This design comes from an exercise in tuning for small area on the open sky130 flow, not from production work.
At most, simulation tests tie the RTL to the original design; equivalence was not proved.
For runs 1 and 2, only the layout was checked, not whether the RTL still works.

File: flow/config.mk
export PLATFORM = sky130hd
export DESIGN_NAME = AES_Composite_enc
export DESIGN_NICKNAME = AES_Composite_enc
export VERILOG_FILES = /design/flow/design.v
export SDC_FILE = /design/flow/constraint.sdc
export NUM_CORES = 4
export LEC_CHECK = 0
export CAP_MARGIN = 20
export CORE_MARGIN = 2
export CORE_UTILIZATION = 65
export SLEW_MARGIN = 20
File: flow/constraint.sdc
create_clock -name core_clock -period 14.0 [get_ports {CLK}]
set_input_delay 2.8000 -clock core_clock [delete_from_list [all_inputs] [get_ports {CLK}]]
set_output_delay 2.8000 -clock core_clock [all_outputs]
set_load 0.01 [all_outputs]
File: flow/design.v
`timescale 1ns / 1ps
module AES_Composite_enc(Kin, Din, Dout, Krdy, Drdy, Kvld, Dvld, EN, BSY, CLK, RSTn, cc_out);
   input  [127:0] Kin;   
   input  [127:0] Din;   
   output [127:0] Dout;  
   input          Krdy;  
   input          Drdy;  
   output         Kvld;  
   output         Dvld;  
   input          EN;    
   output         BSY;   
   input          CLK;   
   input          RSTn;  
   output reg [31:0] cc_out;
   wire rst = ~RSTn;
   reg [127:0] dat, key, rkey;
   reg [111:0] sh;           
   reg         Dvld, Kvld, BSY, sel;
   reg [7:0]   i;            
   reg [6:0]   p;            
   reg         sv;           
   reg [6:0]   sq;           
   reg [7:0]   rcon;
   reg  [2:0]  cnt;          
   reg         on;
   reg [3:0]   j;
   reg [31:0]  R;
   wire p0  = (p == 7'd0);
   wire p8  = (p == 7'd8);
   wire p72 = (p == 7'd72);
   wire p79 = (p == 7'd79);
   wire [6:0] pinc = p79 ? 7'd0 : p + 7'd1;
   wire st0 = sv & (sq == 7'd0);            
   wire idle = (cnt == 3'd0);
   wire h = on & idle;
   wire ev = p8 | (p72 & ~st0);
   wire act = ~p0 | sel;                    
   wire i7 = i[7];
   reg  [7:0] ahi, anx;
   reg  [7:0] alo;
   always @(*) begin
      case (1'b1)
        i[0]: ahi = dat[127:120];
        i[1]: ahi = dat[111:104];
        i[2]: ahi = dat[95:88];
        i[3]: ahi = dat[79:72];
        i[4]: ahi = dat[63:56];
        i[5]: ahi = dat[47:40];
        i[6]: ahi = dat[31:24];
        default: ahi = dat[15:8];
      endcase
   end
   always @(*) begin
      case (1'b1)
        i[0]: anx = dat[103:96];
        i[1]: anx = dat[87:80];
        i[2]: anx = dat[71:64];
        i[3]: anx = dat[55:48];
        i[4]: anx = dat[39:32];
        i[5]: anx = dat[23:16];
        default: anx = dat[7:0];
      endcase
   end
   wire [15:0] a = {ahi, alo};
   wire [15:0] sb;
   masoleh sbd (a, sb);
   wire [127:0] key_d = (EN & Krdy) ? Kin : key;    
   wire         rsel = EN & (Krdy | (p0 & ~on));
   wire [127:0] rkd = rsel ? key_d : rkey;
   wire [15:0]  ks;
   reg  [15:0]  kc;
   masoleh sbk (i7 ? {rkey[7:0], rkey[31:24]} : rkd[23:8], ks);
   always @(posedge CLK) if (!i7) kc <= ks;
   wire [31:0] wr = {kc[15:8] ^ rcon, kc[7:0], ks};
   wire [31:0] w0 = wr ^ rkey[127:96];
   wire [31:0] w1 = w0 ^ rkey[95:64];
   wire [31:0] w2 = w1 ^ rkey[63:32];
   wire [31:0] w3 = w2 ^ rkey[31:0];
   wire [127:0] rkey_next = {w0, w1, w2, w3};
   wire [127:0] sub = {sh, sb};
   wire [127:0] rs = {sub[127:120], sub[87:80],  sub[47:40],  sub[7:0],
                      sub[95:88],   sub[55:48],  sub[15:8],   sub[103:96],
                      sub[63:56],   sub[23:16],  sub[111:104],sub[71:64],
                      sub[31:24],   sub[119:112],sub[79:72],  sub[39:32]};
   wire [127:0] dl;
   MixDelta mc0 (rs[127:96], ~sel, dl[127:96]);
   MixDelta mc1 (rs[95:64],  ~sel, dl[95:64]);
   MixDelta mc2 (rs[63:32],  ~sel, dl[63:32]);
   MixDelta mc3 (rs[31:0],   ~sel, dl[31:0]);
   wire [127:0] dat_next = rs ^ dl ^ rkey_next;
   assign Dout = dat;
   always @(posedge CLK) begin
      if (EN) begin
         if (Drdy) dat <= Din ^ Kin;
         else if (i7 && act) dat <= dat_next;
      end
   end
   always @(posedge CLK) begin
      if (EN) begin
         if (Drdy) alo <= Din[119:112] ^ Kin[119:112];
         else if (i7) alo <= act ? dat_next[119:112] : dat[119:112];
         else if (!p0) alo <= anx;
      end
   end
   always @(posedge CLK) begin
      if (EN && !Drdy && !i7 && !p0 && (|i[6:0])) sh <= {sh[95:0], sb};
   end
   always @(posedge CLK or posedge rst) begin
      if (rst) key <= 128'h0;
      else key <= key_d;
   end
   always @(posedge CLK) begin
      if (EN && i7 && act && !rsel) rkey <= rkey_next;
      else rkey <= rkd;
   end
   always @(posedge CLK or posedge rst) begin
      if (rst) begin
         Dvld <= 1'b0; Kvld <= 1'b0; BSY <= 1'b0; sel <= 1'b0;
      end else if (EN) begin
         Dvld <= sel;
         Kvld <= Krdy;
         BSY  <= Drdy | ~p0 | sel;
         sel  <= p79;
      end
   end
   always @(posedge CLK or posedge rst) begin
      if (rst) i <= 8'd0;
      else if (EN) begin
         if (i7 || Drdy) i <= 8'd1;
         else if (!p0) i <= {i[6:0], i[7]};
      end
   end
   always @(posedge CLK or posedge rst) begin
      if (rst) rcon <= 8'h01;
      else if (EN) begin
         if (Drdy) rcon <= 8'h01;
         else if (i7 && !p0) rcon <= {rcon[6:0], 1'b0} ^ (rcon[7] ? 8'h1b : 8'h00);
      end
   end
   wire trig = EN & ~st0 & (p8 | p72);
   wire [3:0] d = 4'b0001 << cc_out[1:0];
   always @(posedge CLK or posedge rst) begin
      if (rst) cnt <= 3'd0;
      else if (cnt != 3'd0) cnt <= cnt - 3'd1;
      else if (trig) cnt <= {d[2], d[1], d[0]};
   end
   always @(posedge CLK or posedge rst) begin
      if (rst) on <= 1'b0;
      else if (ev) on <= 1'b1;
      else if (idle) on <= 1'b0;
   end
   always @(posedge CLK or posedge rst) begin
      if (rst) begin
         p <= 7'd0; sv <= 1'b1; sq <= 7'd0;
      end else if (EN) begin
         if (Drdy) begin
            p <= pinc; sv <= 1'b0;
         end else if (ev || h) begin
            if (!sv) begin
               sv <= 1'b1; sq <= pinc; p <= 7'd0;
            end else if (idle) begin
               p <= sq; sv <= 1'b0;
            end
         end else if (!p0) p <= pinc;
      end
   end
   always @(posedge CLK or posedge rst) begin
      if (rst) j <= 4'd0;
      else if (sel) j <= 4'd0;
      else if (i7) j <= j + 4'd1;
   end
   always @(posedge CLK or posedge rst) begin
      if (rst) R <= 32'hffffffff;
      else R <= cc_out;
   end
   wire g = ((p <= 7'd8) || (j == 4'd9)) && BSY;
   wire [1:0] s = sb[1:0];
   wire [31:0] ca = (s == 2'd0) ? {R[30:0], 1'b0} : {R[29:0], 2'b0};
   wire [31:0] cb = (s == 2'd1) ? 32'd0 : (s == 2'd3) ? {R[30:0], 1'b0} : R;
   wire [31:0] csum;
   bk_add32 cadd (ca, cb, 1'b1, csum);
   always @(*) begin
      if (g && !rst) cc_out = R[0] ? csum : {1'b0, R[31:1]};
      else cc_out = R;
   end
endmodule
module bk_add32(input [31:0] a, input [31:0] b, input cin, output [31:0] sum);
   wire [31:0] p0 = a ^ b;
   wire [31:0] g0 = a & b;
   wire [31:0] gi = {g0[31:1], g0[0] | (p0[0] & cin)};
   wire [31:0] pi = p0;
   wire [31:0] G1, P1, G2, P2, G3, P3, G4, P4, G5, P5;
   genvar x;
   generate for (x = 0; x < 32; x = x + 1) begin : l1
      if (x % 2 == 1) begin
         assign G1[x] = gi[x] | (pi[x] & gi[x-1]); assign P1[x] = pi[x] & pi[x-1];
      end else begin assign G1[x] = gi[x]; assign P1[x] = pi[x]; end
   end endgenerate
   generate for (x = 0; x < 32; x = x + 1) begin : l2
      if (x % 4 == 3) begin
         assign G2[x] = G1[x] | (P1[x] & G1[x-2]); assign P2[x] = P1[x] & P1[x-2];
      end else begin assign G2[x] = G1[x]; assign P2[x] = P1[x]; end
   end endgenerate
   generate for (x = 0; x < 32; x = x + 1) begin : l3
      if (x % 8 == 7) begin
         assign G3[x] = G2[x] | (P2[x] & G2[x-4]); assign P3[x] = P2[x] & P2[x-4];
      end else begin assign G3[x] = G2[x]; assign P3[x] = P2[x]; end
   end endgenerate
   generate for (x = 0; x < 32; x = x + 1) begin : l4
      if (x % 16 == 15) begin
         assign G4[x] = G3[x] | (P3[x] & G3[x-8]); assign P4[x] = P3[x] & P3[x-8];
      end else begin assign G4[x] = G3[x]; assign P4[x] = P3[x]; end
   end endgenerate
   generate for (x = 0; x < 32; x = x + 1) begin : l5
      if (x == 31) begin
         assign G5[x] = G4[x] | (P4[x] & G4[x-16]); assign P5[x] = P4[x] & P4[x-16];
      end else begin assign G5[x] = G4[x]; assign P5[x] = P4[x]; end
   end endgenerate
   wire [31:0] C;
   generate for (x = 0; x < 32; x = x + 1) begin : dn
      if (x == 0) assign C[x] = G5[0];
      else if (x == 1 || x == 3 || x == 7 || x == 15 || x == 31) assign C[x] = G5[x];
      else if (x % 16 == 15 && x > 15) assign C[x] = G5[x];
      else if (x % 8 == 7) assign C[x] = G3[x] | (P3[x] & C[x-8]);
      else if (x % 4 == 3) assign C[x] = G2[x] | (P2[x] & C[x-4]);
      else if (x % 2 == 1) assign C[x] = G1[x] | (P1[x] & C[x-2]);
      else assign C[x] = gi[x] | (pi[x] & C[x-1]);
   end endgenerate
   assign sum = p0 ^ {C[30:0], cin};
endmodule
module MixDelta(x, m, y);
   input  [31:0] x;
   input         m;
   output [31:0] y;
   wire [7:0] a0 = x[31:24], a1 = x[23:16], a2 = x[15:8], a3 = x[7:0];
   wire [7:0] mm = {8{m}};
   wire [7:0] s01 = (a0 ^ a1) & mm;
   wire [7:0] s12 = (a1 ^ a2) & mm;
   wire [7:0] t = (a0 ^ a1 ^ a2 ^ a3) & mm;
   wire [7:0] xt = xtime(t);
   assign y[31:24] = xtime(s01) ^ t;
   assign y[23:16] = xtime(s12) ^ t;
   assign y[15: 8] = y[31:24] ^ xt;
   assign y[ 7: 0] = y[23:16] ^ xt;
   function [7:0] xtime;
      input [7:0] v;
      xtime = {v[6:0], 1'b0} ^ (v[7] ? 8'h1b : 8'h00);
   endfunction
endmodule
module masoleh(x,y);  
input [15:0] x;
output [15:0] y;
wire [7:0] byte_in1, byte_in2;
wire [7:0] byte_out1, byte_out2;
assign byte_in1 = x[15:8];
assign byte_in2 = x[7:0];
Newlight_sbox cm1(byte_in1, byte_out1);
Newlight_sbox cm2(byte_in2, byte_out2);
assign y = {byte_out1, byte_out2};
endmodule
module Newlight_sbox( input [7:0] g,
                      output [7:0] s
    );
wire y1,y2,y3,y4,y5,y6,y7,y8,y9,y10,y11,y12,y13,y14,y15,y16,y17,y18;
wire l1,l2,l3,l4;
wire x1,x2,x3,x4;
wire r1,r2,r3,r4,r5,r6,r7,r8,r9,r10,r11,r12;
In_tf m1 (.g(g),.a0(y1),.a1(y2),.a2(y3),.a3(y4),.b0(y5),.b1(y6),.b2(y7),.b3(y8),
          .a01(y9),.a02(y10),.a13(y11),.a23(y12),.ap(y13),.b01(y14),.b02(y15),.b13(y16),.b23(y17),.bp(y18)   );
expo_comp m2 (.a0(y1) ,.a1(y2),.a2(y3),.a3(y4),.b0(y5),.b1(y6),.b2(y7),.b3(y8),
           .a01(y9),.a02(y10),.a13(y11),.a23(y12),.ap(y13),.b01(y14),.b02(y15),.b13(y16),.b23(y17),.bp(y18),.d0(l1),.d1(l2),.d2(l3),.d3(l4));
Inv_4 m3 (   .d0(l1),.d1(l2),.d2(l3),.d3(l4),.e0(x1),.e1(x2),.e2(x3),.e3(x4)  );
mul_out m4 ( .e0(x1),.e1(x2),.e2(x3),.e3(x4),.a0(y1),.a1(y2),.a2(y3),.a3(y4),.b0(y5),.b1(y6),.b2(y7),.b3(y8),
             .a01(y9),.a02(y10),.a13(y11),.a23(y12),.ap(y13),.b01(y14),.b02(y15),.b13(y16),.b23(y17),.bp(y18),
             .w0(r1),.w1(r2),.w2(r3),.w3(r4),.w4(r5),.w5(r6),.z0(r7),.z1(r8),.z2(r9),.z3(r10),.z4(r11),.z5(r12) );
out_tf m5 (  .w0(r1),.w1(r2),.w2(r3),.w3(r4),.w4(r5),.w5(r6),.z0(r7),.z1(r8),.z2(r9),.z3(r10),.z4(r11),.z5(r12),.s(s));            
endmodule
module In_tf(input [7:0] g,
             output a0,a1,a2,a3,b0,b1,b2,b3,
             output a01,a02,a13,a23,ap,b01,b02,b13,b23,bp
             );
             wire t0,t1;
assign a0 = b3^g[4];
assign a1 = a13^a3;
assign a2 = b3^g[7];
assign a3 = b3^g[1];
assign b0 = g[0];
assign b1 = b01^g[0];
assign b2 = b0^b02;
assign b3 = b23^b2;
assign a01 = a23^ap;
assign a02 = g[7]^g[4];
assign a13 = g[7]^g[2];
assign a23 = g[7]^g[1];
assign ap = g[4]^g[2];
assign b01 = t0^a01;
assign b02 = t1^g[6];
assign b13 = b02^bp;
assign b23 = t1^g[5];
assign bp = b23^b01;
assign t0 = g[3]^g[2];
assign t1 = t0^g[1]; 
endmodule
module expo_comp( input a0,a1,a2,a3,b0,b1,b2,b3,a01,a02,a13,a23,ap,b01,b02,b13,b23,bp,
                  output d0,d1,d2,d3  );
assign d0 = ~(a01&b01)^(~(a02&b02))^(~(a0&b0))^(~(a13|b13));
assign d1 = ~(a01&b01)^(~(a02|b02))^(~(a1&b1))^(~(ap&bp));
assign d2 = ~(a2|b2)^(~(a13&b13))^(~(a23&b23))^(~(a02&b02));
assign d3 = ~(a3&b3)^(~(ap&bp))^(~(a23|b23))^(~(a02&b02));                 
endmodule
module Inv_4( input d0,d1,d2,d3,
              output e0,e1,e2,e3 );
   assign e0 = d3&(d0^d1) | d2&((~d0)|d3);
   assign e1 = (~d2)&d3&(d0^~d1) | d2&(d1|(~d3));           
   assign e2 = d1&(d2^d3) | d0&((~d2)|d1);   
   assign e3 = (~d0)&d1&(d2^~d3) | d0&(d3 | (~d1));       
endmodule
module mul_out( input a0,a1,a2,a3,b0,b1,b2,b3,a01,a02,a13,a23,ap,b01,b02,b13,b23,bp,
                      e0,e1,e2,e3,
                output w0,w1,w2,w3,w4,w5,
                output z0,z1,z2,z3,z4,z5      
    );
  wire e02,e13;
assign  e02 = e0^e2;
assign  e13 = e1^e3;
assign w0 = ~(b1&e0)^(~(b01&e1)); 
assign w1 = ~(b0&e1)^(~(b01&e0));
assign w2 = ~(b3&e2)^(~(b23&e3));
assign w3 = ~(b2&e3)^(~(b23&e2));
assign w4 = ~(b13&e13)^(~(b02&e02));
assign w5 = ~(bp&e13)^(~(b13&e02));
assign z0 = ~(a1&e0)^(~(a01&e1));
assign z1 = ~(a0&e1)^(~(a01&e0));
assign z2 = ~(a3&e2)^(~(a23&e3));
assign z3 = ~(a2&e3)^(~(a23&e2));
assign z4 = ~(a13&e13)^(~(a02&e02));
assign z5 = ~(ap&e13)^(~(a13&e02));   
endmodule
module out_tf( input w0,w1,w2,w3,w4,w5,
               input z0,z1,z2,z3,z4,z5,
               output [7:0] s
                                         );
 wire t2,t3,t4,t5,t6;                                        
 assign t2 = w3^z1^z5;                                        
 assign t3 = w0^w2;
 assign t4 = w3^w5;
 assign t5 = w0^w4;  
 assign t6 = t5^z2;
 assign s[7] = t2^w5;
 assign s[6] = t4^~s[4];
 assign s[5] = t6^~z4;
 assign s[4] = t2^w1;
 assign s[3] = t3^s[4];
 assign s[2] = t6^z0^s[7];
 assign s[1] = t5^t4^s[0];
 assign s[0] = ~(t3^z3^z5);
endmodule
File: flow/flow/run.sh
#!/bin/bash
# Layout flow: the standard ORFS flow (standard.sh) with
#  - synthesis: the standard script, but abc maps for area (flow/abc_area.script),
#    except the Collatz adder (kept as a module until the final flatten), which is
#    mapped with flow/abc_fast.script for delay
#  - port buffers: buf_1 instead of the resizer's default pick
#  - CTS: clkbuf_8 buffers, clusters of up to 15 sinks within 70 um, no dummy loads
# The make output goes to flow_make.log; ORFS writes each step's log under orfs/logs/.
set -euo pipefail
W=$PWD
export MY_ABC_SCRIPT=$W/flow/abc_area.script
export MY_ABC_FAST_SCRIPT=$W/flow/abc_fast.script
export SYNTH_KEEP_MODULES="bk_add32"
export FLOW_SYNTH_TCL=$W/synth_recipe.tcl
export BUFFER_PORTS_ARGS="-buffer_cell sky130_fd_sc_hd__buf_1"
export CTS_ARGS="-sink_clustering_enable -repair_clock_nets -dont_use_dummy_load -buf_list sky130_fd_sc_hd__clkbuf_8 -sink_clustering_size 15 -sink_clustering_max_diameter 70"
bash standard.sh SYNTH_SCRIPT=$W/flow/my_synth.tcl finish > $W/flow_make.log 2>&1
File: flow/flow/abc_area.script
strash
dch
amap -F 10 -A 10
topo
File: flow/flow/abc_fast.script
strash
dch
map -a
topo
File: flow/flow/my_synth.tcl
proc abc {args} {
  set i [lsearch -exact $args -script]
  set fast_args $args
  lset fast_args [expr {$i+1}] $::env(MY_ABC_FAST_SCRIPT)
  set area_args $args
  lset area_args [expr {$i+1}] $::env(MY_ABC_SCRIPT)
  puts "abc (fast script) on $::env(SYNTH_KEEP_MODULES)"
  yosys abc {*}$fast_args {*}$::env(SYNTH_KEEP_MODULES)
  puts "abc (area script) on the rest"
  yosys abc {*}$area_args
}
source $::env(FLOW_SYNTH_TCL)
File: flow/standard.sh
#!/bin/bash
# synth_recipe.tcl (not shown) runs the flow's synth.tcl, then flattens the netlist and writes it again
# the make line also repeats each setting of config.mk as NAME=value (left out here)
make -C /OpenROAD-flow-scripts/flow DESIGN_CONFIG=/design/flow/config.mk WORK_HOME=/design/flow/orfs CLKGATE_MAP_FILE= SYNTH_SCRIPT=/design/flow/synth_recipe.tcl "${@:-finish}"
==> impl_metrics.py, run 1 <==
metrics = {
    "cts": {
        "ctsHtreeMaxLevel": 2,
        "cts_buffer_depth": 3,
        "clk_pin_slew_worst_paths_ps": 100,
        "cts_tree": "built",
        "cts_sinks": 595,
        "clock_latency_ps": 700,
        "root_buffer": "clkbuf_8",
        "numCtsBuffers": 48,
    },
    "grt": {
        "grt_max_degree": 75,
        "antenna_found_initial": 1,
        "grt_pass1_wl_um": 183000,
        "gr-total-overflow": 0,
        "track_usage": 0.432,
        "grt_pass1_vias": 31400,
    },
    "cells_and_area": {
        "synthToLayoutAreaGrowth_pct": 11.4,
        "final_core_util": 0.730,
        "drive_gt1_frac": 0.0433,
        "final_cell_area_mm2": 0.0392,
        "fin_nets": 5019,
        "final-instance-count-excl-fill": 5384,
    },
    "critical_path": {
        "worstSetupEndpointType": "primary output",
        "cp_max_fo": 32,
        "reg2reg_depth": 44,
        "rrSetupSlack_ps": 1550,
        "worstSetupPathType": "reg -> out",
        "crit_top_cell": "clkinv_1",
        "cpPeakStageDelay_ps": 430,
        "slowest_stage": "edfxtp_1",
        "critPathLaunchType": "flop",
        "crit_arrival_ps": 10410,
        "worstPathRequired_ps": 11200,
    },
    "logic_synthesis": {
        "synth-async-reset-ratio": 0.341,
        "synth_ff_type": "edfxtp_1",
        "syn-cell-area_mm2": 0.0352,
        "syn-num-nets": 4460,
        "synth-seq-area-share": 0.476,
        "yosysUniqueCellTypes": 47,
        "syn_area_per_cell_um2": 8.52,
        "yosys_warnings": 2,
        "synth-seq-cells": 595,
        "synth_edf_count": 376,
        "synth_cells": 4130,
    },
    "floorplan": {
        "ios": 424,
        "die_w_um": 237,
        "start_util": 0.655,
        "rows": 85,
        "core-area_mm2": 0.0537,
        "die_y_um": 237,
        "die_area_mm2": 0.0560,
    },
    "detailed_routing": {
        "ant_nets": 0,
        "m1WireLength_um": 46300,
        "wl_met3_um": 16700,
        "viasPerCell": 6.55,
        "top_layer_used": "met4",
        "wl_met2_um": 53200,
        "first_pass_iters": 8,
        "wl_per_cell_um": 22.9,
        "drc": 0,
        "drtIter0Drc": 4527,
        "wirelength_um": 123000,
        "vias": 35200,
    },
    "sta": {
        "max_freq_ghz": 0.0757,
        "setup_ws_ps": 791,
        "finalSetupTns_ps": 0,
        "setup_viol": 0,
        "finalCritPeriodShare": 0.944,
        "tightest_slew_ps": 1150,
        "post-route-min-period_ps": 13210,
        "slew-limit-headroom": 0.233,
        "hold_viol_final": 0,
        "clock_skew_ps": 70.8,
        "drv_slew": 0,
        "holdWs_ps": 477,
    },
    "job": {
        "maxCapViolations": 0,
    },
    "min_path": {
        "hold_path_depth": 1,
        "min_path_type": "reg -> reg",
    },
    "place": {
        "gp_congestion": 1.02,
        "place_ws_ps": 539,
        "post_dp_cell_area_mm2": 0.0384,
        "io_buffers": 423,
        "placedCellCount": 5334,
        "place_hpwl_um": 91700,
    },
    "run_status": {
        "status": "timing/DRC/antenna clean",
    },
}
-- Yosys stat by module, one instance, submodules excluded --
module | flip-flops and latches | times used | cells
AES_Composite_enc | 595 | 1 | 3977
bk_add32 | 0 | 1 | 153
-- routing by layer --
layer  vias up  GRT usage
li1      16600          -
met1     16000      0.593
met2      2335      0.651
met3       373      0.105
met4         0      0.207
met5         -          0
-- sequential cells by signal (all words and copies together), names as in the netlist --
name / count
R: 32
dat: 128
sh: 112
p: 7
sel: 1
alo: 8
sq: 7
on: 1
Dvld: 1
rkey: 128
key: 128
j: 4
BSY: 1
sv: 1
rcon: 8
cnt: 3
i: 8
kc: 16
Kvld: 1
-- cells in the final DEF (no fill, tap or decap), types with 3 or more instances in the layout --
cell,instances
a211oi_1,5
a21oi_1,448
a21oi_2,5
a221oi_1,47
a22o_1,37
a22oi_1,18
a31oi_1,15
a32oi_1,4
buf_1,421
buf_4,82
clkbuf_8,48
clkinv_1,520
dfrtp_1,168
dfstp_2,34
dfxtp_1,16
edfxtp_1,376
fa_1,17
ha_1,50
nand2_1,464
nand3_1,9
nand4_1,3
nor2_1,520
nor3_1,9
nor4_1,4
o211ai_1,11
o21ai_0,489
o21ai_1,7
o221ai_1,36
o22a_1,52
o22ai_1,607
o31ai_1,7
o32a_1,5
o32ai_1,17
o41ai_1,11
or2_0,23
xnor2_1,24
xor2_1,30
-- synthesized netlist by cell type, types with 11 or more instances --
library cell  count  area share
a31oi_1          16      0.0028
edfxtp_1        376        0.32
o211ai_1         11      0.0023
dfrtp_1         169        0.12
nand2_1         466       0.050
a22oi_1          18      0.0038
or2_0            24      0.0043
xor2_1           30      0.0075
o22a_1           52       0.013
fa_1             17      0.0097
o41ai_1          13      0.0032
clkinv_1        524       0.056
xnor2_1          24      0.0060
o221ai_1         36      0.0090
a22o_1           37      0.0092
o32ai_1          17      0.0042
dfstp_2          34       0.025
o22ai_1         609        0.11
dfxtp_1          16      0.0091
o21ai_0         498       0.071
a21oi_1         455       0.065
a221oi_1         48       0.012
ha_1             52       0.018
nor2_1          520       0.056
-- area by class of cell --
type	instances	area (µm²)
fill	4178	14500
sequential	595	16700
multi-input combinational	3011	16700
inverter	524	1980
timing repair buffer	509	2270
clock buffer	48	661
antenna	1	2.50
tap	696	871
-- timing repair --
item	in CTS	in global routing
resized for setup	3	30
setup buffers	0	1
hold buffers	0	0
pin swaps	0	0
setup endpoints to repair	4	20
-- critical path: cells and delay by family (launching register included) --
kind | cells | cell delay [ps]
xor gates and xnor gates | 1 | 170
adders and majority gates | 5 | 1560
buffers and inverters | 9 | 1450
DFF | 1 | 430
and+or+nand+nor | 12 | 1240
AOI/OAI and AO/OA | 23 | 4850
-- path summary, 6_finish.rpt --
check	start	to
worst max-delay path	alo[2]$_DFFE_PP_	cc_out[29]
min in group asynchronous	RSTn	p[4]$_DFFE_PN0P_
worst min-delay path	j[3]$_DFFE_PN0P_	j[3]$_DFFE_PN0P_
worst min register to register	j[3]$_DFFE_PN0P_	j[3]$_DFFE_PN0P_
max in group asynchronous	RSTn	key[12]$_DFF_PN0_
worst max register to register	i[2]$_DFFE_PN0P_	dat[78]$_DFFE_PP_
-- kinds of logic after synthesis --
family,share of synthesized area
adder cells (fa/ha/maj),0.0282
AO/OA/AOI/OAI,0.312
flip-flops,0.476
XOR/XNOR,0.0134
other,0.000214
AND/OR/NAND/NOR,0.114
buffers and inverters,0.0559
==> run 2, diff against run 1 <==
==> flow/flow/abc_area.script (replaced) <==
strash
dc2
dch -f
amap -F 10 -A 10
topo
==> run 2 against run 1 <==
Non-clock buffer count grew 37. Highest routed layer is now met5. Sequential share of layout area shrank 0.33 points. Critical path type unchanged. Core utilization grew 0.57 points. Synthesized cell count grew 0.24%.
==> impl_metrics.py, run 2 <==
metrics = {
    "logic_synthesis": {
        "synth_ff_type": "edfxtp_1",
        "synth-async-reset-ratio": 0.341,
        "ys_top_cells_by_area": "edfxtp_1 32%, dfrtp_1 12%, o22ai_1 11%",
        "synth_cells": 4140,
        "yosys-top-cells-count": "595 x o22ai_1, 531 x o21ai_0, 510 x clkinv_1, 497 x nand2_1, 493 x nor2_1",
        "synth-seq-area-share": 0.476,
        "yosys.area.top_type_share": 0.321,
        "synth_edf_count": 376,
        "yosys.area.top_type": "edfxtp_1",
        "syn_area_per_cell_um2": 8.50,
        "syn-num-nets": 4470,
        "yosys_warnings": 2,
        "yosysMostFrequentCell": "o22ai_1",
        "synth-seq-cells": 595,
        "syn-cell-area_mm2": 0.0352,
        "yosysUniqueCellTypes": 51,
    },
    "detailed_routing": {
        "vias": 36200,
        "first_pass_iters": 8,
        "ant_nets": 0,
        "wl_per_cell_um": 24.3,
        "wirelength_um": 132000,
        "drtIter0Drc": 4989,
        "drc": 0,
        "viasPerCell": 6.67,
    },
    "grt": {
        "grt_max_degree": 148,
        "grt.met2_usage": 0.666,
        "grt_pass1_vias": 32700,
        "gr-total-overflow": 0,
        "gr-usage-met3": 0.125,
        "grt_pass1_wl_um": 195000,
        "antenna_found_initial": 7,
        "use_met1": 0.612,
        "track_usage": 0.461,
        "gr-max-usage-layer": "met2",
    },
    "sta": {
        "finalCritPeriodShare": 0.934,
        "post-route-min-period_ps": 13070,
        "tightest_slew_ps": 1210,
        "hold_viol_final": 0,
        "slew-limit-headroom": 0.191,
        "clock_skew_ps": 102,
        "drv_slew": 0,
        "setup_viol": 0,
        "finalSetupTns_ps": 0,
        "max_freq_ghz": 0.0765,
    },
    "floorplan": {
        "rows": 85,
        "start_util": 0.655,
        "die_area_mm2": 0.0560,
        "die_y_um": 237,
        "die_w_um": 237,
        "core-area_mm2": 0.0537,
        "ios": 424,
    },
    "cells_and_area": {
        "top_regs": "dat x128, key x128, rkey x128",
        "fin_nets": 5064,
        "final_cell_mix": "591 x o22ai_1, 523 x o21ai_0, 505 x clkinv_1",
        "n_fill_cell": 4116,
        "synthToLayoutAreaGrowth_pct": 12.3,
        "drive_gt1_frac": 0.0509,
        "final_cell_area_mm2": 0.0395,
        "final_common_cell": "o22ai_1",
    },
    "cts": {
        "cts_tree": "built",
        "hold_buffers": 0,
        "numCtsBuffers": 46,
        "cts_sinks": 595,
        "cts_buffer_depth": 3,
        "root_buffer": "clkbuf_8",
        "clk_pin_slew_worst_paths_ps": 110,
        "clock_latency_ps": 730,
        "ctsHtreeMaxLevel": 2,
    },
    "critical_path": {
        "worstSetupEndpointType": "primary output",
        "reg2reg_depth": 36,
        "slowest_stage": "edfxtp_1",
        "cp_max_fo": 14,
        "worstPathRequired_ps": 11200,
        "worstSetupPathType": "reg -> out",
        "critPathLaunchType": "flop",
        "r2r-end": "dat[67]$_DFFE_PP_",
        "crit_arrival_ps": 10270,
        "r2r-start": "i[3]$_DFFE_PN0P_",
        "rrSetupSlack_ps": 2040,
        "cpPeakStageDelay_ps": 490,
    },
    "min_path": {
        "min_path_type": "reg -> reg",
        "holdPathEnd": "j[3]$_DFFE_PN0P_",
        "hold_path.startpoint": "j[3]$_DFFE_PN0P_",
        "hold_path_depth": 1,
    },
    "run_status": {
        "status": "timing/DRC/antenna clean",
    },
    "place": {
        "io_buffers": 423,
        "post_dp_cell_area_mm2": 0.0387,
        "place_hpwl_um": 96900,
        "gp_congestion": 1.03,
    },
    "job": {
        "maxCapViolations": 0,
    },
}
-- run 2: changes by cell type in the layout (fill, tap and decap cells not counted), moves of 9 or more --
cell,change
a22oi_1,+23
o221ai_1,-13
nor2_1,-27
o22ai_1,-16
o22a_1,-9
o32ai_1,-10
o21ai_0,+34
buf_4,+36
nand2_1,+31
clkinv_1,-15
-- run 2: layout make-up --
class	instances	area (µm²)	share of cell area
timing repair buffer	546	2570	0.0651
tap	696	871	0.0221
antenna	4	10.0	0.000253
multi-input combinational	3035	16700	0.423
sequential	595	16700	0.424
clock buffer	46	633	0.0160
inverter	510	1950	0.0494
-- run 2: Yosys stat by module, one instance, submodules excluded --
module             times used  cell area [µm²]  flip-flops and latches
AES_Composite_enc           1            33900                     595
bk_add32                    1             1250                       0
-- run 2: through the flow --
stage | cells | worst slack [ps] | util | hold WS, ps
after floorplan | 4140 | 61.3 | - | 448
after global placement | 5378 | 756 | 0.720 | 469
after detailed placement | 5378 | 494 | 0.720 | 476
after CTS | 5424 | 21.2 | 0.732 | 492
after global routing | 5430 | -37.3 | 0.735 | 510
final | 5432 | 927 | 0.735 | 495
-- run 2: per-layer routing --
metal | wire length (µm) | vias up
met1 | 47400 | 16200
met3 | 19000 | 531
met2 | 55100 | 2865
met5 | 26 | -
li1 | - | 16600
met4 | 10500 | 4
-- run 2: worst max-delay path by stage --
stage                                 from                end
after floorplan                       Krdy  dat[14]$_DFFE_PP_
after global placement    alo[2]$_DFFE_PP_         cc_out[29]
after detailed placement  alo[2]$_DFFE_PP_         cc_out[29]
after CTS                 alo[2]$_DFFE_PP_         cc_out[29]
after global routing      alo[2]$_DFFE_PP_         cc_out[29]
final                     alo[2]$_DFFE_PP_         cc_out[29]
-- run 2: cells by family (layout without fill, tap and decap cells) --
kind of cell	count (synthesis)	after routing	share of synthesized area
and+or+nand+nor	1046	1046	0.115
xor gates and xnor gates	60	60	0.0149
DFF	595	595	0.476
AOI/OAI and AO/OA	1858	1858	0.311
buffers and inverters	510	1102	0.0544
adders and majority gates	69	69	0.0282
other	2	6	0.000213
-- run 2: critical path: cells and delay by family (launching register included) --
family | cells | cell delay [ps]
compound gates | 23 | 4240
xor+xnor | 1 | 150
fa+ha+maj | 5 | 1690
buf+inv | 10 | 1630
flops | 1 | 490
simple gates | 13 | 1340
-- run 2: timing repair --
action | 4_1_cts | 5_1_grt
endpoints found under the setup margin | 6 | 22
gates resized for setup | 3 | 29
buffers inserted | 0 | 4
gates cloned | 0 | 0
pin swaps | 0 | 2
hold endpoints to repair | 0 | 0
==> run 3, diff against run 2 <==
--- a/flow/design.v
+++ b/flow/design.v
@@ -36,34 +36,22 @@
    wire ev = p8 | (p72 & ~st0);
    wire act = ~p0 | sel;                    
    wire i7 = i[7];
-   reg  [7:0] ahi, anx;
-   reg  [7:0] alo;
+   reg  [15:0] a;
    always @(*) begin
       case (1'b1)
-        i[0]: ahi = dat[127:120];
-        i[1]: ahi = dat[111:104];
-        i[2]: ahi = dat[95:88];
-        i[3]: ahi = dat[79:72];
-        i[4]: ahi = dat[63:56];
-        i[5]: ahi = dat[47:40];
-        i[6]: ahi = dat[31:24];
-        default: ahi = dat[15:8];
+        i[0]: a = dat[127:112];
+        i[1]: a = dat[111:96];
+        i[2]: a = dat[95:80];
+        i[3]: a = dat[79:64];
+        i[4]: a = dat[63:48];
+        i[5]: a = dat[47:32];
+        i[6]: a = dat[31:16];
+        default: a = dat[15:0];
       endcase
    end
-   always @(*) begin
-      case (1'b1)
-        i[0]: anx = dat[103:96];
-        i[1]: anx = dat[87:80];
-        i[2]: anx = dat[71:64];
-        i[3]: anx = dat[55:48];
-        i[4]: anx = dat[39:32];
-        i[5]: anx = dat[23:16];
-        default: anx = dat[7:0];
-      endcase
-   end
-   wire [15:0] a = {ahi, alo};
    wire [15:0] sb;
-   masoleh sbd (a, sb);
+   Newlight_sbox sbh (a[15:8], sb[15:8]);
+   Newlight_sbox_f sbl (a[7:0], sb[7:0]);    
    wire [127:0] key_d = (EN & Krdy) ? Kin : key;    
    wire         rsel = EN & (Krdy | (p0 & ~on));
    wire [127:0] rkd = rsel ? key_d : rkey;
@@ -96,13 +84,6 @@
       end
    end
    always @(posedge CLK) begin
-      if (EN) begin
-         if (Drdy) alo <= Din[119:112] ^ Kin[119:112];
-         else if (i7) alo <= act ? dat_next[119:112] : dat[119:112];
-         else if (!p0) alo <= anx;
-      end
-   end
-   always @(posedge CLK) begin
       if (EN && !Drdy && !i7 && !p0 && (|i[6:0])) sh <= {sh[95:0], sb};
    end
    always @(posedge CLK or posedge rst) begin
@@ -262,6 +243,23 @@
                       output [7:0] s
     );
 wire y1,y2,y3,y4,y5,y6,y7,y8,y9,y10,y11,y12,y13,y14,y15,y16,y17,y18;
+wire l1,l2,l3,l4;
+wire x1,x2,x3,x4;
+wire r1,r2,r3,r4,r5,r6,r7,r8,r9,r10,r11,r12;
+In_tf m1 (.g(g),.a0(y1),.a1(y2),.a2(y3),.a3(y4),.b0(y5),.b1(y6),.b2(y7),.b3(y8),
+          .a01(y9),.a02(y10),.a13(y11),.a23(y12),.ap(y13),.b01(y14),.b02(y15),.b13(y16),.b23(y17),.bp(y18)   );
+expo_comp m2 (.a0(y1) ,.a1(y2),.a2(y3),.a3(y4),.b0(y5),.b1(y6),.b2(y7),.b3(y8),
+           .a01(y9),.a02(y10),.a13(y11),.a23(y12),.ap(y13),.b01(y14),.b02(y15),.b13(y16),.b23(y17),.bp(y18),.d0(l1),.d1(l2),.d2(l3),.d3(l4));
+Inv_4 m3 (   .d0(l1),.d1(l2),.d2(l3),.d3(l4),.e0(x1),.e1(x2),.e2(x3),.e3(x4)  );
+mul_out m4 ( .e0(x1),.e1(x2),.e2(x3),.e3(x4),.a0(y1),.a1(y2),.a2(y3),.a3(y4),.b0(y5),.b1(y6),.b2(y7),.b3(y8),
+             .a01(y9),.a02(y10),.a13(y11),.a23(y12),.ap(y13),.b01(y14),.b02(y15),.b13(y16),.b23(y17),.bp(y18),
+             .w0(r1),.w1(r2),.w2(r3),.w3(r4),.w4(r5),.w5(r6),.z0(r7),.z1(r8),.z2(r9),.z3(r10),.z4(r11),.z5(r12) );
+out_tf m5 (  .w0(r1),.w1(r2),.w2(r3),.w3(r4),.w4(r5),.w5(r6),.z0(r7),.z1(r8),.z2(r9),.z3(r10),.z4(r11),.z5(r12),.s(s));            
+endmodule
+module Newlight_sbox_f( input [7:0] g,
+                      output [7:0] s
+    );
+wire y1,y2,y3,y4,y5,y6,y7,y8,y9,y10,y11,y12,y13,y14,y15,y16,y17,y18;
 wire l1,l2,l3,l4;
 wire x1,x2,x3,x4;
 wire r1,r2,r3,r4,r5,r6,r7,r8,r9,r10,r11,r12;
==> flow/flow/run.sh (replaced) <==
#!/bin/bash
# Layout flow: the standard ORFS flow (standard.sh) with
#  - synthesis: the standard script, but abc maps for area (flow/abc_area.script),
#    except the Collatz adder and the S-box that feeds it (kept as modules until the final flatten), which are
#    mapped with flow/abc_fast.script for delay
#  - port buffers: buf_1 instead of the resizer's default pick
#  - CTS: clkbuf_8 buffers, clusters of up to 15 sinks within 70 um, no dummy loads
# The make output goes to flow_make.log; ORFS writes each step's log under orfs/logs/.
set -euo pipefail
W=$PWD
export MY_ABC_SCRIPT=$W/flow/abc_area.script
export MY_ABC_FAST_SCRIPT=$W/flow/abc_fast.script
export SYNTH_KEEP_MODULES="bk_add32 Newlight_sbox_f"
export FLOW_SYNTH_TCL=$W/synth_recipe.tcl
export BUFFER_PORTS_ARGS="-buffer_cell sky130_fd_sc_hd__buf_1"
export CTS_ARGS="-sink_clustering_enable -repair_clock_nets -dont_use_dummy_load -buf_list sky130_fd_sc_hd__clkbuf_8 -sink_clustering_size 15 -sink_clustering_max_diameter 70"
bash standard.sh SYNTH_SCRIPT=$W/flow/my_synth.tcl finish > $W/flow_make.log 2>&1
==> flow/flow/abc_area.script (replaced) <==
strash
dch
amap -F 10 -A 10
topo
--- a/flow/config.mk
+++ b/flow/config.mk
@@ -8,4 +8,5 @@
 export CAP_MARGIN = 20
 export CORE_MARGIN = 2
 export CORE_UTILIZATION = 65
+export PLACE_DENSITY = 0.8
 export SLEW_MARGIN = 20
==> run 3 against run 2 <==
Flip-flop and latch count shrank 8. Setup slack worse by 630 ps. Clock skew rose by 8.3 ps. Critical path depth decreased by 2. Register-to-register slack got worse by 310 ps. Highest routed layer unchanged.
==> impl_metrics.py, run 3 <==
metrics = {
    "detailed_routing": {
        "vias": 35500,
        "ant_nets": 0,
        "drc": 0,
        "viasPerCell": 6.67,
        "wl_per_cell_um": 24.2,
        "wirelength_um": 129000,
        "drtIter0Drc": 5684,
        "first_pass_iters": 7,
    },
    "cts": {
        "numCtsBuffers": 47,
        "clock_latency_ps": 730,
        "cts_tree": "built",
        "cts_buffer_depth": 3,
        "cts_sinks": 587,
        "root_buffer": "clkbuf_8",
        "clk_pin_slew_worst_paths_ps": 100,
        "hold_buffers": 0,
        "ctsHtreeMaxLevel": 2,
    },
    "logic_synthesis": {
        "yosys.area.top_type": "edfxtp_1",
        "synth_edf_count": 368,
        "synth-seq-area-share": 0.475,
        "yosysMostFrequentCell": "o22ai_1",
        "syn-num-nets": 4372,
        "synth-async-reset-ratio": 0.346,
        "syn_area_per_cell_um2": 8.58,
        "synth-seq-cells": 587,
        "syn-cell-area_mm2": 0.0347,
        "yosysUniqueCellTypes": 47,
        "yosys.area.top_type_share": 0.318,
        "synth_cells": 4045,
        "ys_top_cells_by_area": "edfxtp_1 32%, dfrtp_1 12%, o22ai_1 11%",
        "yosys-top-cells-count": "638 x o22ai_1, 514 x clkinv_1, 499 x o21ai_0, 483 x nand2_1, 459 x nor2_1",
        "synth_ff_type": "edfxtp_1",
        "yosys_warnings": 2,
    },
    "place": {
        "io_buffers": 423,
        "place_hpwl_um": 96300,
        "post_dp_cell_area_mm2": 0.0380,
        "place_ws_ps": -503,
        "gp_congestion": 1.03,
        "placedCellCount": 5249,
    },
    "cells_and_area": {
        "final_core_util": 0.743,
        "final_cell_mix": "637 x o22ai_1, 507 x clkinv_1, 493 x o21ai_0",
        "final_cell_area_mm2": 0.0391,
        "top_regs": "dat x128, key x128, rkey x128",
        "drive_gt1_frac": 0.0548,
        "ff_latch_area_mm2": 0.0165,
        "synthToLayoutAreaGrowth_pct": 12.7,
        "n_fill_cell": 4053,
        "final-instance-count-excl-fill": 5322,
        "multi_input_area_mm2": 0.0166,
        "final_common_cell": "o22ai_1",
        "fin_nets": 4962,
    },
    "sta": {
        "max_freq_ghz": 0.0730,
        "clock_skew_ps": 110,
        "post-route-min-period_ps": 13700,
        "tightest_slew_ps": 1220,
        "holdWs_ps": 459,
        "setup_ws_ps": 298,
        "hold_viol_final": 0,
        "setup_viol": 0,
        "slew-limit-headroom": 0.178,
        "finalSetupTns_ps": 0,
        "drv_slew": 0,
        "finalCritPeriodShare": 0.979,
    },
    "critical_path": {
        "crit_top_cell": "buf_4",
        "cp_max_fo": 20,
        "worstSetupEndpointType": "primary output",
        "worstSetupPathType": "reg -> out",
        "slowest_stage": "dfrtp_2",
        "worstPathRequired_ps": 11200,
        "cpPeakStageDelay_ps": 470,
        "crit_path_end": "cc_out[31]",
        "reg2reg_depth": 48,
        "r2r-start": "i[5]$_DFFE_PN0P_",
        "r2r-end": "dat[66]$_DFFE_PP_",
        "critPathLaunch": "i[6]$_DFFE_PN0P_",
        "crit_arrival_ps": 10900,
        "critPathLaunchType": "flop",
        "rrSetupSlack_ps": 1730,
    },
    "grt": {
        "grt_pass1_wl_um": 190000,
        "grt_max_degree": 105,
        "antenna_found_initial": 2,
        "track_usage": 0.451,
        "grt_pass1_vias": 31600,
        "gr-total-overflow": 0,
    },
    "floorplan": {
        "die_area_mm2": 0.0553,
        "die_y_um": 235,
        "ios": 424,
        "die_w_um": 235,
        "rows": 84,
        "start_util": 0.659,
        "core-area_mm2": 0.0527,
    },
    "run_status": {
        "status": "timing/DRC/antenna clean",
    },
    "min_path": {
        "min_path_type": "reg -> reg",
    },
    "job": {
        "maxCapViolations": 0,
    },
}
==> run 3: cell types whose count changed in the layout (fill, tap and decap cells not counted), sizes merged, moves of 10 or more <==
cell    change
a21oi      -64
xnor2      +33
a22oi      -22
xor2       +29
a221oi     -30
o21ai      -32
a31oi      -13
a22o       -10
nand2      -14
o22ai      +43
o22a       +15
nor2       -34
==> run 3: how the worst min path moves through the flow <==
stage          depth (start not counted)  slack [ps]              from          endpoint
2_1_floorplan                          0         430  sh[82]$_DFFE_PP_  sh[98]$_DFFE_PP_
3_3_place_gp                           0         440  sh[82]$_DFFE_PP_  sh[98]$_DFFE_PP_
3_5_place_dp                           0         450  sh[82]$_DFFE_PP_  sh[98]$_DFFE_PP_
4_1_cts                                0         460  sh[20]$_DFFE_PP_  sh[36]$_DFFE_PP_
5_1_grt                                0         470  sh[20]$_DFFE_PP_  sh[36]$_DFFE_PP_
6_report                               0         460  sh[20]$_DFFE_PP_  sh[36]$_DFFE_PP_
==> run 3: cells by family (layout without fill, tap and decap cells) <==
logic type | count (synthesis) | in the layout | synth area share
xor+xnor | 122 | 122 | 0.0308
flops | 587 | 587 | 0.475
fa+ha+maj | 66 | 66 | 0.0275
compound gates | 1760 | 1760 | 0.300
buf+inv | 514 | 1102 | 0.0556
simple gates | 994 | 994 | 0.111
other cells | 2 | 3 | 0.000216
==> run 3: per-layer routing <==
layer  vias up  share of wire  GRT usage
li1      16200              -          -
met1     16000           0.36      0.620
met2      2867           0.43      0.669
met3       495           0.16      0.123
met4         4          0.058      0.209
met5         -        0.00020          0
==> run 3: worst max-delay path, delay by kind of cell, from the launching register on <==
family / cells / cell delay, ps
buffers and inverters: 9 / 1440
DFF: 1 / 470
AOI/OAI and AO/OA: 14 / 2990
and+or+nand+nor: 8 / 890
xor gates and xnor gates: 15 / 3070
adders and majority gates: 4 / 1320
==> run 3: layout make-up <==
class                           instances  area share
Multi-Input combinational cell       2944       0.425
Sequential cell                       587       0.422
Timing Repair Buffer                  540      0.0644
Inverter                              514      0.0501
Tap cell                              688      0.0220
Clock buffer                           47      0.0165
Timing Repair inverter                  1    0.000224
Antenna cell                            1   0.0000640
==> run 3: repair_timing <==
action,4_1_cts,5_1_grt
setup endpoints to repair,16,22
pin swaps,8,18
endpoints found under the hold margin,0,0
gates cloned,0,1
resized for setup,16,40
buffers inserted,6,18
==> run 3: per-module statistics from Yosys, one instance, submodules excluded <==
module | area, µm² | times used | cells | flip-flops and latches
AES_Composite_enc | 32600 | 1 | 3763 | 587
Newlight_sbox_f | 832 | 1 | 129 | 0
bk_add32 | 1250 | 1 | 153 | 0
==> run 4, diff against run 3 <==
--- a/flow/config.mk
+++ b/flow/config.mk
@@ -8,5 +8,4 @@
 export CAP_MARGIN = 20
 export CORE_MARGIN = 2
 export CORE_UTILIZATION = 65
-export PLACE_DENSITY = 0.8
 export SLEW_MARGIN = 20
==> run 4 against run 3 <==
Clock skew down 47 ps. Worst hold slack better by 22 ps. Critical path depth down 1. Critical path type unchanged. Critical endpoint is now cc_out[29]. Largest cell class unchanged. Highest routed layer unchanged.
==> impl_metrics.py, run 4 <==
metrics = {
    "cells_and_area": {
        "drive_gt1_frac": 0.0506,
        "multi_input_area_mm2": 0.0165,
        "n_fill_cell": 4053,
        "final_cell_mix": "637 x o22ai_1, 508 x clkinv_1, 496 x o21ai_0",
        "final_common_cell": "o22ai_1",
        "ff_latch_area_mm2": 0.0165,
        "synthToLayoutAreaGrowth_pct": 12.5,
        "final-instance-count-excl-fill": 5317,
        "final_cell_area_mm2": 0.0391,
        "final_core_util": 0.742,
        "fin_nets": 4951,
        "top_regs": "dat x128, key x128, rkey x128",
    },
    "detailed_routing": {
        "vias": 35200,
        "drc": 0,
        "ant_nets": 0,
        "first_pass_iters": 6,
        "wl_per_cell_um": 24.2,
        "wirelength_um": 129000,
        "viasPerCell": 6.62,
        "drtIter0Drc": 5185,
    },
    "floorplan": {
        "die_w_um": 235,
        "die_area_mm2": 0.0553,
        "core-area_mm2": 0.0527,
        "ios": 424,
        "rows": 84,
        "die_y_um": 235,
        "start_util": 0.659,
    },
    "critical_path": {
        "slowest_stage": "xor2_1",
        "cp_max_fo": 31,
        "worstSetupPathType": "reg -> out",
        "worstPathRequired_ps": 11200,
        "crit_top_cell": "xor2_1",
        "reg2reg_depth": 44,
        "r2r-end": "dat[70]$_DFFE_PP_",
        "cpPeakStageDelay_ps": 460,
        "critPathLaunchType": "flop",
        "rrSetupSlack_ps": 1470,
        "crit_arrival_ps": 10860,
        "worstSetupEndpointType": "primary output",
        "r2r-start": "i[4]$_DFFE_PN0P_",
    },
    "sta": {
        "slew-limit-headroom": 0.186,
        "tightest_slew_ps": 1210,
        "drv_slew": 0,
        "setup_viol": 0,
        "hold_viol_final": 0,
        "clock_skew_ps": 62.7,
        "holdWs_ps": 481,
        "max_freq_ghz": 0.0732,
        "finalCritPeriodShare": 0.976,
        "post-route-min-period_ps": 13660,
        "setup_ws_ps": 339,
        "finalSetupTns_ps": 0,
    },
    "place": {
        "place_hpwl_um": 96100,
        "gp_congestion": 1.05,
        "io_buffers": 423,
        "post_dp_cell_area_mm2": 0.0380,
        "place_ws_ps": -759,
        "placedCellCount": 5246,
    },
    "logic_synthesis": {
        "synth-seq-area-share": 0.475,
        "synth_ff_type": "edfxtp_1",
        "synth_edf_count": 368,
        "yosysMostFrequentCell": "o22ai_1",
        "yosysUniqueCellTypes": 47,
        "yosys_warnings": 2,
        "yosys.area.top_type": "edfxtp_1",
        "yosys.area.top_type_share": 0.318,
        "synth_cells": 4045,
        "syn_area_per_cell_um2": 8.58,
        "synth-seq-cells": 587,
        "synth-async-reset-ratio": 0.346,
        "yosys-top-cells-count": "638 x o22ai_1, 514 x clkinv_1, 499 x o21ai_0, 483 x nand2_1, 459 x nor2_1",
        "ys_top_cells_by_area": "edfxtp_1 32%, dfrtp_1 12%, o22ai_1 11%",
        "syn-num-nets": 4372,
        "syn-cell-area_mm2": 0.0347,
    },
    "cts": {
        "cts_buffer_depth": 3,
        "clock_latency_ps": 700,
        "numCtsBuffers": 46,
        "hold_buffers": 0,
        "clk_pin_slew_worst_paths_ps": 110,
        "cts_sinks": 587,
        "root_buffer": "clkbuf_8",
        "cts_tree": "built",
        "ctsHtreeMaxLevel": 2,
    },
    "job": {
        "maxCapViolations": 0,
    },
    "grt": {
        "grt_pass1_vias": 31900,
        "gr-total-overflow": 0,
        "grt_pass1_wl_um": 190000,
        "track_usage": 0.451,
        "antenna_found_initial": 4,
        "grt_max_degree": 102,
    },
    "min_path": {
        "min_path_type": "reg -> reg",
        "hold_path.startpoint": "j[3]$_DFFE_PN0P_",
        "holdPathEnd": "j[3]$_DFFE_PN0P_",
        "hold_path_depth": 1,
    },
    "run_status": {
        "status": "timing/DRC/antenna clean",
    },
}
-- run 4: cell types whose count changed in the layout (fill, tap and decap cells not counted), moves of 3 or more --
cell	before	now
a21oi_1	380	384
a21oi_2	6	2
buf_12	2	7
buf_4	112	98
diode_2	1	7
o21ai_0	493	496
o21ai_1	5	2
xnor2_1	54	51
xor2_1	57	60
-- run 4: cell type report --
class                   instances  area share
diodes                          7    0.000449
clock buffers                  46      0.0162
inverters                     514      0.0500
multi-input cells            2944       0.424
flip-flops and latches        587       0.422
well taps                     688      0.0220
repair buffers                531      0.0653
-- run 4: critical path: cells and delay by family (launching register included) --
kind	cells	cell delay, ps
xor gates and xnor gates	14	3200
adders and majority gates	4	1260
DFF	1	430
and+or+nand+nor	8	1100
AOI/OAI and AO/OA	14	3000
buffers and inverters	9	1130
-- run 4: routing by layer --
layer  routed length, µm  track usage
met1               46800        0.619
met2               54600        0.670
met3               20100        0.126
met4                7170        0.209
met5                  27            0
-- run 4: per-module statistics from Yosys (local to each module, per instance) --
module,cells,copies in the design,flip-flops and latches,area [µm²]
Newlight_sbox_f,129,1,0,832
bk_add32,153,1,0,1250
AES_Composite_enc,3763,1,587,32600
-- run 4: timing repair --
item | CTS | global route
endpoints found under the setup margin | 23 | 18
endpoints found under the hold margin | 0 | 0
pin swaps | 3 | 9
gates cloned | 0 | 1
resized for setup | 16 | 22
setup buffers | 3 | 11
-- run 4: logic make-up (layout without fill, tap and decap cells) --
family	Yosys count	count (layout)	synth area share
and+or+nand+nor	994	994	0.111
buffers and inverters	514	1091	0.0556
xor gates and xnor gates	122	122	0.0308
other	2	9	0.000216
DFF	587	587	0.475
adders and majority gates	66	66	0.0275
AOI/OAI and AO/OA	1760	1760	0.300
-- run 4: how the worst max path moves through the flow --
stage / from / to / cells past startpoint
4_1_cts: i[6]$_DFFE_PN0P_ / cc_out[31] / 46
6_report: i[5]$_DFFE_PN0P_ / cc_out[29] / 49
3_3_place_gp: i[6]$_DFFE_PN0P_ / cc_out[31] / 44
5_1_grt: i[6]$_DFFE_PN0P_ / cc_out[29] / 48
2_1_floorplan: i[6]$_DFFE_PN0P_ / cc_out[29] / 45
3_5_place_dp: i[6]$_DFFE_PN0P_ / cc_out[31] / 44
==> run 5, diff against run 4 <==
==> flow/flow/abc_area.script (replaced) <==
strash
dc2
dch -f
amap -F 10 -A 10
topo
==> run 5 against run 4 <==
Core utilization decreased by 0.29 points. Highest routed layer unchanged. Flip-flop and latch count is the same. Non-clock buffer count fell by 18.
==> impl_metrics.py, run 5 <==
metrics = {
    "critical_path": {
        "critPathLaunchType": "flop",
        "worstSetupEndpointType": "primary output",
        "cpPeakStageDelay_ps": 400,
        "reg2reg_depth": 44,
        "crit_buf_inv": 8,
        "crit_arrival_ps": 10750,
        "worstSetupPathType": "reg -> out",
        "critPathTopFamily": "XOR/XNOR gates",
        "worstPathRequired_ps": 11200,
        "cp_max_fo": 37,
        "crit_top_cell": "xor2_1",
        "crit_cells": 47,
        "rrSetupSlack_ps": 1830,
        "slowest_stage": "dfrtp_1",
    },
    "logic_synthesis": {
        "synth_top_family_by_area": "compound AO/OA/AOI/OAI gates",
        "yosys.area.top_type": "edfxtp_1",
        "synth_edf_count": 368,
        "syn-num-nets": 4365,
        "yosysMostFrequentCell": "o22ai_1",
        "synthXorXnorAreaFrac": 0.0325,
        "ys_top_cells_by_area": "edfxtp_1 32%, dfrtp_1 12%, o22ai_1 11%",
        "synth_cells": 4038,
        "yosysUniqueCellTypes": 50,
        "syn_area_per_cell_um2": 8.60,
        "synth-simple-area-share": 0.106,
        "synth_compound_area_frac": 0.304,
        "synthAdderAreaFrac": 0.0275,
        "yosys-top-cells-count": "608 x o22ai_1, 509 x o21ai_0, 508 x clkinv_1, 472 x nand2_1, 442 x nor2_1",
        "synth-seq-cells": 587,
        "synth_ff_type": "edfxtp_1",
        "yosys_warnings": 2,
        "synth-async-reset-ratio": 0.346,
        "muxShareOfSynthArea": 0,
        "synth-seq-area-share": 0.475,
        "yosys.area.top_type_share": 0.318,
        "syn-cell-area_mm2": 0.0347,
    },
    "cts": {
        "root_buffer": "clkbuf_8",
        "numCtsBuffers": 47,
        "cts_buffer_depth": 3,
        "cts_tree": "built",
        "ctsHtreeMaxLevel": 2,
        "hold_buffers": 0,
        "clk_pin_slew_worst_paths_ps": 110,
        "clock_latency_ps": 720,
        "cts_sinks": 587,
    },
    "cells_and_area": {
        "fin_nets": 4927,
        "n_fill_cell": 3981,
        "n_antenna_cell": 0,
        "drive_gt1_frac": 0.0476,
        "final_common_cell": "o22ai_1",
        "final_core_util": 0.739,
        "synthToLayoutAreaGrowth_pct": 12.1,
        "final_cell_mix": "608 x o22ai_1, 500 x clkinv_1, 498 x o21ai_0",
        "final_cell_area_mm2": 0.0389,
        "top_regs": "dat x128, key x128, rkey x128",
    },
    "place": {
        "post_dp_cell_area_mm2": 0.0380,
        "place_hpwl_um": 102000,
        "place_ws_ps": 24.0,
        "gp_congestion": 1.08,
        "io_buffers": 423,
    },
    "detailed_routing": {
        "vias": 35600,
        "viasPerCell": 6.73,
        "drtIter0Drc": 5233,
        "wl_per_cell_um": 25.3,
        "first_pass_iters": 8,
        "ant_nets": 0,
        "drc": 0,
        "wirelength_um": 134000,
    },
    "sta": {
        "drv_slew": 0,
        "post-route-min-period_ps": 13550,
        "finalSetupTns_ps": 0,
        "tightest_slew_ps": 1200,
        "slew-limit-headroom": 0.198,
        "setup_ws_ps": 451,
        "clock_skew_ps": 76.2,
        "setup_viol": 0,
        "hold_viol_final": 0,
        "holdWs_ps": 462,
        "max_freq_ghz": 0.0738,
        "finalCritPeriodShare": 0.968,
    },
    "grt": {
        "antenna_found_initial": 5,
        "grt_max_degree": 129,
        "track_usage": 0.470,
        "grt_pass1_wl_um": 196000,
        "grt_pass1_vias": 32000,
        "gr-total-overflow": 0,
    },
    "floorplan": {
        "die_w_um": 235,
        "start_util": 0.659,
        "die_area_mm2": 0.0553,
        "rows": 84,
        "ios": 424,
        "core-area_mm2": 0.0527,
        "die_y_um": 235,
    },
    "job": {
        "maxCapViolations": 0,
    },
    "min_path": {
        "hold_path_depth": 0,
        "min_path_type": "reg -> reg",
    },
    "run_status": {
        "status": "timing/DRC/antenna clean",
    },
}
## run 5: what timing repair did
item / CTS / global route
pin swaps: 0 / 5
setup buffers: 0 / 4
endpoints found under the setup margin: 14 / 28
gates resized for setup: 10 / 30
hold endpoints to repair: 0 / 0
## run 5: worst reg2reg max path, delay by kind of cell, from the launching register on
kind            cells  cell delay, ps
simple gates       10            1090
compound gates     26            8480
fa+ha+maj           1             330
buf+inv             7            1660
flops               1             400
## run 5: layer usage
layer  global-route usage  wire length (µm)
met5                    0                56
met4                0.293             10500
met3                0.132             19600
met2                0.702             57200
met1                0.606             46400
## run 5: final timing paths
check / start / end
min in group asynchronous: RSTn / key[48]$_DFF_PN0_
max in group asynchronous: RSTn / i[4]$_DFFE_PN0P_
max reg2reg: i[5]$_DFFE_PN0P_ / dat[74]$_DFFE_PP_
min reg2reg: sh[14]$_DFFE_PP_ / sh[30]$_DFFE_PP_
min: sh[14]$_DFFE_PP_ / sh[30]$_DFFE_PP_
max: i[5]$_DFFE_PN0P_ / cc_out[29]
## run 5: metrics by stage
stage               std cells
floorplan                4038
global placement         5233
detailed placement       5233
CTS                      5280
global route             5286
finish                   5286
## run 5: Yosys stat by module, one instance, submodules excluded
module | cell area [µm²] | flops+latches | cells inside
bk_add32 | 1250 | 0 | 153
AES_Composite_enc | 32600 | 587 | 3756
Newlight_sbox_f | 832 | 0 | 129
## run 5: cell type report
class	instances	area, µm²	area share
Clock buffer	47	647	0.0166
Inverter	508	1950	0.0501
Multi-Input combinational cell	2943	16600	0.426
Sequential cell	587	16500	0.424
Tap cell	688	861	0.0221
Timing Repair Buffer	513	2360	0.0608
## run 5: cell families after synthesis
logic type	after synthesis
AO/OA/AOI/OAI	1791
XOR/XNOR	129
adder cells (fa/ha/maj)	66
buffers and inverters	508
flip-flops	587
other	2
AND/OR/NAND/NOR	955
==> run 6, diff against run 5 <==
==> flow/flow/run.sh (replaced) <==
#!/bin/bash
# Layout flow: the standard ORFS flow (standard.sh) with
#  - synthesis: the standard script, but abc maps for area (flow/abc_area.script),
#    except the Collatz adder and the S-box that feeds it (kept as modules until the final flatten), which are
#    mapped with flow/abc_fast.script for delay
#  - port buffers: buf_1 instead of the resizer's default pick
#  - CTS: clkbuf_4 buffers, clusters of up to 8 sinks within 50 um, no dummy loads
# The make output goes to flow_make.log; ORFS writes each step's log under orfs/logs/.
set -euo pipefail
W=$PWD
export MY_ABC_SCRIPT=$W/flow/abc_area.script
export MY_ABC_FAST_SCRIPT=$W/flow/abc_fast.script
export SYNTH_KEEP_MODULES="bk_add32 Newlight_sbox_f"
export FLOW_SYNTH_TCL=$W/synth_recipe.tcl
export BUFFER_PORTS_ARGS="-buffer_cell sky130_fd_sc_hd__buf_1"
export CTS_ARGS="-sink_clustering_enable -repair_clock_nets -dont_use_dummy_load -buf_list sky130_fd_sc_hd__clkbuf_4 -sink_clustering_size 8 -sink_clustering_max_diameter 50"
bash standard.sh SYNTH_SCRIPT=$W/flow/my_synth.tcl finish > $W/flow_make.log 2>&1
==> run 6 against run 5 <==
Still clean on timing, DRC and antenna. Setup slack got worse by 92 ps. Register-to-register slack improved by 120 ps. Clock skew increased by 41 ps. First-iteration DRC count is 0.55% lower. Synthesized area unchanged. Die area unchanged. Fmax is 0.68% lower. Critical path type unchanged.
==> impl_metrics.py, run 6 <==
metrics = {
    "run_status": {
        "status": "timing/DRC/antenna clean",
    },
    "logic_synthesis": {
        "synth_edf_count": 368,
        "synth_ff_type": "edfxtp_1",
        "yosysUniqueCellTypes": 50,
        "synth-seq-cells": 587,
    },
    "place": {
        "post_dp_cell_area_mm2": 0.0380,
        "placedCellCount": 5233,
    },
    "cts": {
        "clock_latency_ps": 920,
        "cts_sinks": 587,
        "cts_buffer_depth": 3,
        "cts_tree": "built",
        "root_buffer": "clkbuf_4",
    },
    "grt": {
        "track_usage": 0.472,
        "grt_pass1_vias": 32400,
        "grt_pass1_wl_um": 197000,
        "antenna_found_initial": 6,
    },
    "floorplan": {
        "rows": 84,
        "die_area_mm2": 0.0553,
        "die_w_um": 235,
        "core-area_mm2": 0.0527,
        "die_y_um": 235,
    },
    "critical_path": {
        "r2r-start": "i[5]$_DFFE_PN0P_",
        "worstSetupPathType": "reg -> out",
        "slowest_stage": "fa_1",
        "crit_buf_inv": 9,
        "r2r-end": "dat[74]$_DFFE_PP_",
        "worstSetupEndpointType": "primary output",
    },
    "detailed_routing": {
        "ant_nets": 0,
        "viasPerCell": 6.71,
        "drtIter0Drc": 5204,
        "first_pass_iters": 8,
    },
    "sta": {
        "drv_slew": 0,
        "max_freq_ghz": 0.0733,
        "slew-limit-headroom": 0.228,
        "hold_viol_final": 0,
        "finalCritPeriodShare": 0.974,
        "tightest_slew_ps": 1160,
        "setup_viol": 0,
    },
    "min_path": {
        "holdPathEnd": "sh[100]$_DFFE_PP_",
        "hold_path_depth": 0,
    },
    "cells_and_area": {
        "drive_gt1_frac": 0.0575,
        "final-instance-count-excl-fill": 5340,
        "top_regs": "dat x128, key x128, rkey x128",
        "final_cell_area_mm2": 0.0390,
        "fin_nets": 4975,
    },
}
-- run 6: cell count changes in the layout (fill, tap and decap cells not counted), moves of 6 or more --
cell,change
diode_2,+6
clkbuf_4,+87
buf_4,+6
clkbuf_8,-47
-- run 6: worst max path at each step --
stage | cells after the start | start | end
after floorplan | 51 | Krdy | dat[11]$_DFFE_PP_
after global placement | 45 | i[6]$_DFFE_PN0P_ | cc_out[30]
after detailed placement | 45 | i[6]$_DFFE_PN0P_ | cc_out[30]
after CTS | 45 | i[6]$_DFFE_PN0P_ | cc_out[29]
after global routing | 43 | i[6]$_DFFE_PN0P_ | cc_out[30]
final | 44 | i[6]$_DFFE_PN0P_ | cc_out[30]
-- run 6: cell type report --
| type | count | area (µm²) |
|---|---|---|
| clock buffer | 87 | 653 |
| fill | 3995 | 13600 |
| timing repair buffer | 521 | 2460 |
| inverter | 508 | 1950 |
| antenna | 6 | 15.0 |
| multi-input combinational | 2943 | 16600 |
| tap | 688 | 861 |
| sequential | 587 | 16500 |
-- run 6: metal layers --
layer | routed length [µm] | up-vias | track usage
met3 | 19600 | 618 | 0.143
met4 | 10300 | 6 | 0.290
met1 | 47400 | 16200 | 0.604
li1 | - | 16200 | -
met5 | 38 | - | 0
met2 | 57500 | 2807 | 0.707
-- run 6: cells by family (layout without fill, tap and decap cells) --
kind of cell / count (synthesis) / count (layout) / share of synthesized area
AOI/OAI and AO/OA: 1791 / 1791 / 0.304
and+or+nand+nor: 955 / 955 / 0.106
DFF: 587 / 587 / 0.475
buffers and inverters: 508 / 1116 / 0.0549
xor gates and xnor gates: 129 / 129 / 0.0325
adders and majority gates: 66 / 66 / 0.0275
other: 2 / 8 / 0.000216
-- run 6: repair_timing --
| item | in CTS | in global routing |
|---|---|---|
| setup endpoints to repair | 16 | 22 |
| buffers inserted | 3 | 8 |
| pin swaps | 4 | 7 |
| hold endpoints to repair | 0 | 0 |
| cloned | 0 | 1 |
| gates resized for setup | 16 | 27 |
| hold buffers | 0 | 0 |
-- run 6: modules after synthesis, one instance, submodules excluded --
module / cell area [µm²] / flops+latches
Newlight_sbox_f: 832 / 0
bk_add32: 1250 / 0
AES_Composite_enc: 32600 / 587
-- run 6: stage by stage --
stage	TNS, ps	setup slack, ps	util
floorplan	0	29.8	-
global placement	0	358	0.722
detailed placement	0	24.0	0.722
CTS	0	44.6	0.736
global route	-148	-128	0.741
finish	0	358	0.741

## port drivers added, routing unchanged
In the flow no input, the clock included, has a driving cell. The finished layouts below were timed again as built, in two steps.
Step 1 (the two cells are an assumption about what drives the block):
set clk [get_ports {CLK}]
set_driving_cell -lib_cell sky130_fd_sc_hd__clkbuf_16 $clk
set_driving_cell -lib_cell sky130_fd_sc_hd__buf_2 [delete_from_list [all_inputs] $clk]
Step 2, shift: input delay + t, output delay - t, t = (earliest + latest rising clock arrival at the registers) / 2. This alone moves slack from input paths to output paths.
Slacks: no drivers / after step 1 / after step 2; pairs: no drivers / after step 1.
run	shift t [ns]	setup WS [ns]	worst setup path at the end
run 1	0.727	0.791 / 0.732 / 0.811	input to register
run 2	0.742	0.927 / 0.865 / 0.990	input to register
run 3	0.722	0.298 / 0.237 / 0.362	input to register
run 4	0.734	0.339 / 0.275 / 0.446	input to register
run 5	0.738	0.451 / 0.391 / 0.415	input to register
run 6	0.928	0.358 / 0.295 / 0.070	input to register
After both steps setup and hold are still met in every run listed. For run 6, which loses most, drivers alone change the setup slack by -0.063 ns; drivers and shift together by -0.288 ns.
